What follows belongs to an exercise in optimizing a design on an open flow for small area, a short achievable clock period and few clock cycles per item; a production flow would make more cautious choices. In this exercise RTL edits were held to simulation tests only and were not proved equivalent to the original.

==> flow/design.v (outline; a module is shown in full before it is edited, if it fits) <==
// module geofence: 3888 lines
module geofence (clk, reset, X, Y, R, valid, is_inside);
  // ...
==> flow/run.sh <==
#!/bin/bash
# synth_recipe.tcl (not shown) runs the flow's synth.tcl, then flattens the netlist and writes it again
# the make line also repeats each setting of config.mk as NAME=value (left out here)
make -C /OpenROAD-flow-scripts/flow DESIGN_CONFIG=/design/flow/config.mk WORK_HOME=/design/flow/orfs CLKGATE_MAP_FILE= SYNTH_SCRIPT=/design/flow/synth_recipe.tcl finish
==> flow/config.mk <==
export PLATFORM = sky130hd
export DESIGN_NAME = geofence
export DESIGN_NICKNAME = geofence
export VERILOG_FILES = /design/flow/design.v
export SDC_FILE = /design/flow/constraint.sdc
export NUM_CORES = 4
export LEC_CHECK = 0
export ABC_AREA = 1
export CAP_MARGIN = 20
export CORE_MARGIN = 2
export CORE_UTILIZATION = 75
export SLEW_MARGIN = 20
==> flow/constraint.sdc <==
create_clock -name core_clock -period 32.0 [get_ports {clk}]
set_input_delay 6.4000 -clock core_clock [delete_from_list [all_inputs] [get_ports {clk}]]
set_output_delay 6.4000 -clock core_clock [all_outputs]
set_load 0.01 [all_outputs]
==> qor.txt, run 1 <==
H-tree levels: 3
FF-to-FF setup slack: 23.68 ns
# Post-CTS Setup Buffers: 0
Yosys cell types: 70
# clk buffers: 98
Global Route met1 Usage: 43.88%
I/O pin cnt: 35
post-synthesis xor/xnor area fraction: 4.298%
worst relative slew slack: 24.95%
RePlAce Congestion: 0.9718
highest routed layer: met4
run status: finished clean
ant diodes: 0
M1 wire length: 47010 um
worst setup margin: 23.68 ns
CTS tree: built
ratio of cells with drive above 1 in the final layout: 4.764%
Synth Net Count: 6873
compound-cell area share of the yosys netlist: 8.835%
DR WL met2: 58650 um
die area: 69120 um2
fmax: 0.1202 GHz
tap cells: 864
Post-Synthesis Cells: 5813
Sequential Area: 14180 um2
CP Data Required Time: 32.50 ns
CP endpoint: v_neg$_DFF_P_
main combinational cell family by area after synthesis: adder cells
RR Startpoint: sx[5][0]$_DFFE_PP_
CTS root buf: clkbuf_16
vias per inst: 5.673
Routed WL per cell: 17.75 um
Detailed Routing Iterations Pass 1: 9
hold_ws: 0.3256 ns
multi-input gates: 3797
CTS max path bufs: 3
Synth Area in Simple Gates: 14.64%
top cell type's share of synthesized area: 19.35%
Worst R2R End: v_neg$_DFF_P_
Repair and plain buffers: 64
crit start category: flip-flop
Nets: 6839
Testbench counts, summed over its fixed seeds: cycles 8,064, objects 384.
==> run 2: changes to the inputs <==
--- a/flow/config.mk
+++ b/flow/config.mk
@@ -10,3 +10,3 @@
 export CORE_MARGIN = 2
-export CORE_UTILIZATION = 75
+export CORE_UTILIZATION = 60
 export SLEW_MARGIN = 20
==> run 2 against run 1 <==
  * Global-route usage decreased by 7.1 points
  * Register-to-register slack improved by 0.20 ns
  * Die area grew 25%
  * Clock-buffer cell count is 3 lower
  * Sequential share of layout area down 0.20 points
  * Flip-flop and latch count stayed put
  * Hold slack lost 0.033 ns
  * Largest cell class unchanged
==> qor.txt, run 2 <==
ys flop type: dfxtp_1
setup_tns: 0 ns
Post-synth ARST share: 1.005%
clock latency (worst-skew pair): 0.64 ns
setup repair after global routing missed its margin: no
Post-CTS Hold Fix Bufs: 0
Port Buffers: 33
fmax: 0.1217 GHz (+1.3%)
final hold vios: 0
Tcrit/Tclk final: 25.67%
Max-Cap Viols: 0
initial antenna violation count: 0
Initial Util: 60.36%
Layout area overhead: 7.240%
largest net degree at the start of global routing: 104
critical path class: in -> reg
RR Startpoint: sy[0][0]$_DFFE_PP_
Yosys reg bits: 597
clk sinks: 597
FF-to-FF setup slack: 23.88 ns (+0.20 ns)
RePlAce Congestion: 0.9293 (-4.4%)
GR Overflow Total: 0
H-tree levels: 3 (unchanged)
die height: 293.5 um
biggest regs: sr: 60 flops, sx: 60 flops, sy: 60 flops
Nets: 6848 (+0.13%)
Core Area: 83290 um2
1st-iter DRT viols: 2215
Post-Synthesis Cells: 5813 (unchanged)
Detailed Routing Iterations Pass 1: 6 (-3)
count leader, synth: inv_1
CTS max path bufs: 3 (unchanged)
crit start category: primary input
fin util: 64.73%
gr usage total: 28.12%
Synth Net Count: 6873 (unchanged)
Yosys top cell by area: fa_1
Slew @ Worst Pin: 0.9775 ns
number of flops mapped to enable cells by yosys: 220
Die Width: 293.5 um
CTS tree: built
run status: finished clean
CTS root buf: clkbuf_16
Post-CTS Resized: 0
top cell type's share of synthesized area: 19.35% (unchanged)
CP Data Required Time: 32.51 ns (about the same)
ant diodes: 0 (unchanged)
CTS Buf Count: 71
Yosys cell types: 70 (unchanged)
first-pass GRT wire length: 192200 um
# Post-CTS Setup Buffers: 0 (unchanged)
Avg Synthesized Cell Area: 8.648 um2
worst-path fanout max: 7
die area: 86120 um2 (+25%)
max-slew violation count: 0
Area contributors post-synth: fa_1 (19%), dfxtp_1 (15%), ha_1 (13%)
Post-synth top cells: inv_1 (1236), nand2_1 (1114), ha_1 (541)
Critical Path Source: Y[3]
via count: 36596
most common cell after layout, fill and taps aside: inv_1
Setup-failing EPs final: 0
ratio of cells with drive above 1 in the final layout: 4.979% (+0.21 points)
clock-pin slew on the worst setup and hold paths: 0.06 ns
# rows: 106
DPL Wire Length: 92330 um
synth warn: 7
vias per inst: 5.285 (-6.8%)
Worst R2R End: v_neg$_DFF_P_
CP endpoint: idyn[8]$_DFF_P_
sequential fraction of the synthesis area: 28.21%
vias in the first global route: 36625
fin crit period: 8.214 ns
critical path arrival: 8.72 ns
Post-Syn Area: 50270 um2
total wire length: 117900 um
Routed WL per cell: 17.02 um (-4.1%)
post-route clock skew: 0.04029 ns
worst relative slew slack: 34.84% (+9.9 points)
Crit. End Element: flip-flop
Residual DRC: 0
I/O pin cnt: 35 (unchanged)
R2R depth: 32
DRT antenna net count: 0
most frequent cells in the layout: inv_1 (1236), nand2_1 (1112), ha_1 (541)
Hold Path Class: reg -> reg
-- run 2: cell counts after synthesis --
No cell type changed its count.
-- run 2: per-stage QoR --
stage,area (um2),hold slack (ns),worst slack (ns),std cells
after floorplan,50270,0.3096,24.02,5813
final,53910,0.2930,23.79,6925
after detailed placement,51500,0.3121,23.18,6794
after global routing,53910,0.3092,23.19,6925
after global placement,51500,0.3098,23.18,6794
after CTS,53900,0.2996,23.72,6924
-- run 2: layer usage --
metal | vias to the layer above | global-route usage, % | share of wire [%]
met2 | 789 | 49.61 | 50
li1 | 18103 | - | -
met5 | - | 0 | 0
met1 | 17497 | 36.38 | 43
met4 | 0 | 8.649 | 2.9
met3 | 207 | 2.988 | 4.3
-- run 2: worst min-delay path by stage --
stage,from,endpoint,cells past startpoint
floorplan,ir[0]$_DFF_P_,pr[0]$_DFF_P_,0
global placement,ir[2]$_DFF_P_,pr[2]$_DFF_P_,0
finish,q5_b[2]$_DFF_P_,q6b_lo[2]$_DFF_P_,0
global route,q5_b[3]$_DFF_P_,q6b_lo[3]$_DFF_P_,0
CTS,q5_b[2]$_DFF_P_,q6b_lo[2]$_DFF_P_,0
detailed placement,ir[5]$_DFF_P_,pr[5]$_DFF_P_,0
-- run 2: critical path, cell delays in order --
cell and delay (ns):
clkdlybuf4s50_1 0.63, inv_1 0.10, ha_1 0.42, nand2_1 0.13, o21ai_0 0.32, a21oi_1 0.11
o21bai_1 0.23, a21oi_1 0.10, nor2_1 0.09, nor2_1 0.06, xnor2_1 0.13
-- run 2: cell families (layout without fill, tap and decap cells) --
logic type / Yosys count / in the layout / share of synthesized area (%)
AO/OA/AOI/OAI: 767 / 767 / 8.835
XOR/XNOR: 245 / 245 / 4.298
adder cells (fa/ha/maj): 1027 / 1027 / 32.82
buffers and inverters: 1419 / 1451 / 10.84
flip-flops: 597 / 597 / 28.21
multiplexers: 16 / 16 / 0.3484
other: 1 / 1 / 0.007459
AND/OR/NAND/NOR: 1741 / 1741 / 14.64
-- run 2: final cells by class --
type / count / area [um2]
clock buffer: 95 / 1937
clock inverter: 35 / 470.5
fill: 7274 / 29380
inverter: 1251 / 4701
multi-input combinational: 3797 / 30660
sequential: 597 / 14180
tap: 1080 / 1351
timing repair buffer: 70 / 608.1
==> run 3: changes to the inputs <==
--- a/flow/config.mk
+++ b/flow/config.mk
@@ -11,2 +11,4 @@
 export CORE_UTILIZATION = 60
+export CTS_BUF_LIST = sky130_fd_sc_hd__clkbuf_8
+export CTS_CLUSTER_SIZE = 30
 export SLEW_MARGIN = 20
==> run 3 against run 2 <==
  * Largest cell class unchanged
  * Wire length increased by 0.31%
  * Utilization is essentially flat
  * Global-route usage barely moved
  * Non-clock buffer count did not move
==> qor.txt, run 3 <==
run status: finished clean
clock-pin slew on the worst setup and hold paths: 0.07 ns (about the same)
clk sinks: 597 (unchanged)
Max stage delay on crit path: 0.57 ns (-0.06 ns)
die area: 86120 um2 (unchanged)
GR Overflow Total: 0 (unchanged)
fin crit period: 8.292 ns (+0.07730 ns)
Avg Synthesized Cell Area: 8.648 um2 (unchanged)
top cell type's share of synthesized area: 19.35% (unchanged)
CTS max path bufs: 3 (unchanged)
Die Width: 293.5 um (unchanged)
crit path cell chain: inv_1, clkdlybuf4s50_1
critical path's slowest cell: dfxtp_1
setup repair after global routing missed its margin: no
final hold vios: 0 (unchanged)
post-route clock skew: 0.04785 ns (+0.007560 ns)
worst relative slew slack: 34.71% (-0.13 points)
ratio of cells with drive above 1 in the final layout: 6.058% (+1.1 points)
Routed WL per cell: 16.91 um (-0.67%)
via count: 36944 (+0.95%)
Yosys top cell by area: fa_1
biggest regs: sr: 60 flops, sx: 60 flops, sy: 60 flops
Post-CTS Resized: 0 (unchanged)
number of flops mapped to enable cells by yosys: 220 (unchanged)
critical path arrival: 1.89 ns (-6.83 ns)
Hold Path Class: reg -> reg
Post-synth ARST share: 1.005% (unchanged)
Worst Path Buf+Inv: 2 (unchanged)
Crit. End Element: primary output
Nets: 6881 (+0.48%)
CTS root buf: clkbuf_8
setup_tns: 0 ns (unchanged)
count leader, synth: inv_1
Port Buffers: 33 (unchanged)
total wire length: 118300 um (+0.31%)
Setup-failing EPs final: 0 (unchanged)
gr usage total: 28.14% (about the same)
die height: 293.5 um (unchanged)
fmax: 0.1206 GHz (-0.93%)
Post-Synthesis Cells: 5813 (unchanged)
vias per inst: 5.283 (about the same)
Detailed Routing Iterations Pass 1: 6 (unchanged)
Post-Syn Area: 50270 um2 (unchanged)
Post-synth top cells: inv_1 (1236), nand2_1 (1114), ha_1 (541)
Synth Net Count: 6873 (unchanged)
Initial Util: 60.36% (unchanged)
ys flop type: dfxtp_1
Max-Cap Viols: 0 (unchanged)
# Post-CTS Setup Buffers: 0 (unchanged)
Slew @ Worst Pin: 0.9793 ns (+0.001880 ns)
HP Start: iy[3]$_DFF_P_
Yosys cell types: 70 (unchanged)
DRT antenna net count: 0 (unchanged)
Yosys reg bits: 597 (unchanged)
clock latency (worst-skew pair): 0.79 ns (+0.15 ns)
critical path class: reg -> out
DPL Wire Length: 92330 um (unchanged)
Post-CTS Hold Fix Bufs: 0 (unchanged)
Critical Path Source: v_neg$_DFF_P_
synth warn: 7 (unchanged)
most common cell after layout, fill and taps aside: inv_1
# rows: 106 (unchanged)
Core Area: 83290 um2 (unchanged)
largest net degree at the start of global routing: 104 (unchanged)
hold_ws: 0.2983 ns (+0.005297 ns)
Layout area overhead: 7.307% (about the same)
Area contributors post-synth: fa_1 (19%), dfxtp_1 (15%), ha_1 (13%)
family with the most delay on the worst path: flip-flops
CTS Buf Count: 104 (+46%)
crit start category: flip-flop
sequential fraction of the synthesis area: 28.21% (unchanged)
Tcrit/Tclk final: 25.91% (+0.24 points)
vias in the first global route: 36691 (+0.18%)
worst-path fanout max: 1 (-6)
I/O pin cnt: 35 (unchanged)
first-pass GRT wire length: 192300 um (about the same)
RePlAce Congestion: 0.9293 (unchanged)
most frequent cells in the layout: inv_1 (1251), nand2_1 (1112), ha_1 (541)
1st-iter DRT viols: 2377 (+7.3%)
max-slew violation count: 0 (unchanged)
initial antenna violation count: 2 (+2)
H-tree levels: 3 (unchanged)
CTS tree: built
CP Data Required Time: 25.60 ns (-6.91 ns)
RR Startpoint: sy[5][0]$_DFFE_PP_
Residual DRC: 0 (unchanged)
-- run 3: worst paths after layout --
check | cells after the start | slack [ns] | end
setup / recovery | 2 | 23.71 | is_inside
hold / removal | 0 | 0.30 | py[3]$_DFF_P_
setup reg to reg | 32 | 23.92 | v_neg$_DFF_P_
hold reg to reg | 0 | 0.30 | py[3]$_DFF_P_
max in group asynchronous | 2 | 25.87 | c[2]$_DFF_PP0_
min in group asynchronous | 2 | 5.94 | c[3]$_DFF_PP0_
-- run 3: per-stage QoR --
step | utilization (%) | setup slack (ns) | std cells | instance area [um2]
after floorplan | - | 24.02 | 5813 | 50270
after global placement | 61.83 | 23.18 | 6794 | 51500
after detailed placement | 61.83 | 23.18 | 6794 | 51500
after CTS | 64.75 | 23.56 | 6989 | 53930
after global routing | 64.77 | 23.20 | 6992 | 53940
final | 64.77 | 23.71 | 6993 | 53950
-- run 3: layout make-up --
| type | count | area, um2 |
|---|---|---|
| Inverter | 1251 | 4701 |
| Tap cell | 1080 | 1351 |
| Fill cell | 7314 | 29340 |
| Antenna cell | 3 | 7.507 |
| Clock inverter | 59 | 561.8 |
| Sequential cell | 597 | 14180 |
| Clock buffer | 136 | 1872 |
| Multi-Input combinational cell | 3797 | 30660 |
| Timing Repair Buffer | 70 | 608.1 |
-- run 3: logic make-up after synthesis --
| kind of cell | Yosys count | synth area share [%] |
|---|---|---|
| flip-flops | 597 | 28.21 |
| multiplexers | 16 | 0.3484 |
| AND/OR/NAND/NOR | 1741 | 14.64 |
| buffers and inverters | 1419 | 10.84 |
| AO/OA/AOI/OAI | 767 | 8.835 |
| other | 1 | 0.007459 |
| XOR/XNOR | 245 | 4.298 |
| adder cells (fa/ha/maj) | 1027 | 32.82 |
-- run 3: routing by layer --
layer / vias to the layer above / routed length, um / global-route usage [%]
li1: 18197 / - / -
met1: 17645 / 50970 / 36.30
met2: 866 / 58440 / 49.40
met3: 236 / 5567 / 3.563
met4: 0 / 3284 / 8.512
met5: - / 0 / 0

==> re-timing with driven ports <==
No port has a modelled driver above. Below, the same layouts with a new extraction and two added sets of constraints.
Step 1 sets driving cells, clkbuf_16 on the clock port and buf_2 on the other inputs (assumed; they add their load-dependent delay and slew).
Step 2 moves the port delays by t, midway between the first and last clock arrival at a register: inputs arrive t later, outputs are due t later. That takes back most of the time a late clock gives input paths.
Three values: ideal, step 1, step 2; two values: the first two.
run	t (ns)	setup slack, ns	hold WS [ns]	worst data-port slew with drivers (ns)
run 1	0.695	23.677 / 23.677 / 23.118	0.326 / 0.326 / 0.326	0.06
run 2	0.692	23.786 / 23.768 / 23.142	0.293 / 0.293 / 0.293	0.07
run 3	0.824	23.709 / 23.651 / 23.148	0.298 / 0.298 / 0.298	0.07
After both steps setup and hold are still met in every run listed. The setup slack of run 2, which loses most, moves by -0.018 ns with the drivers and by -0.644 ns with both steps.
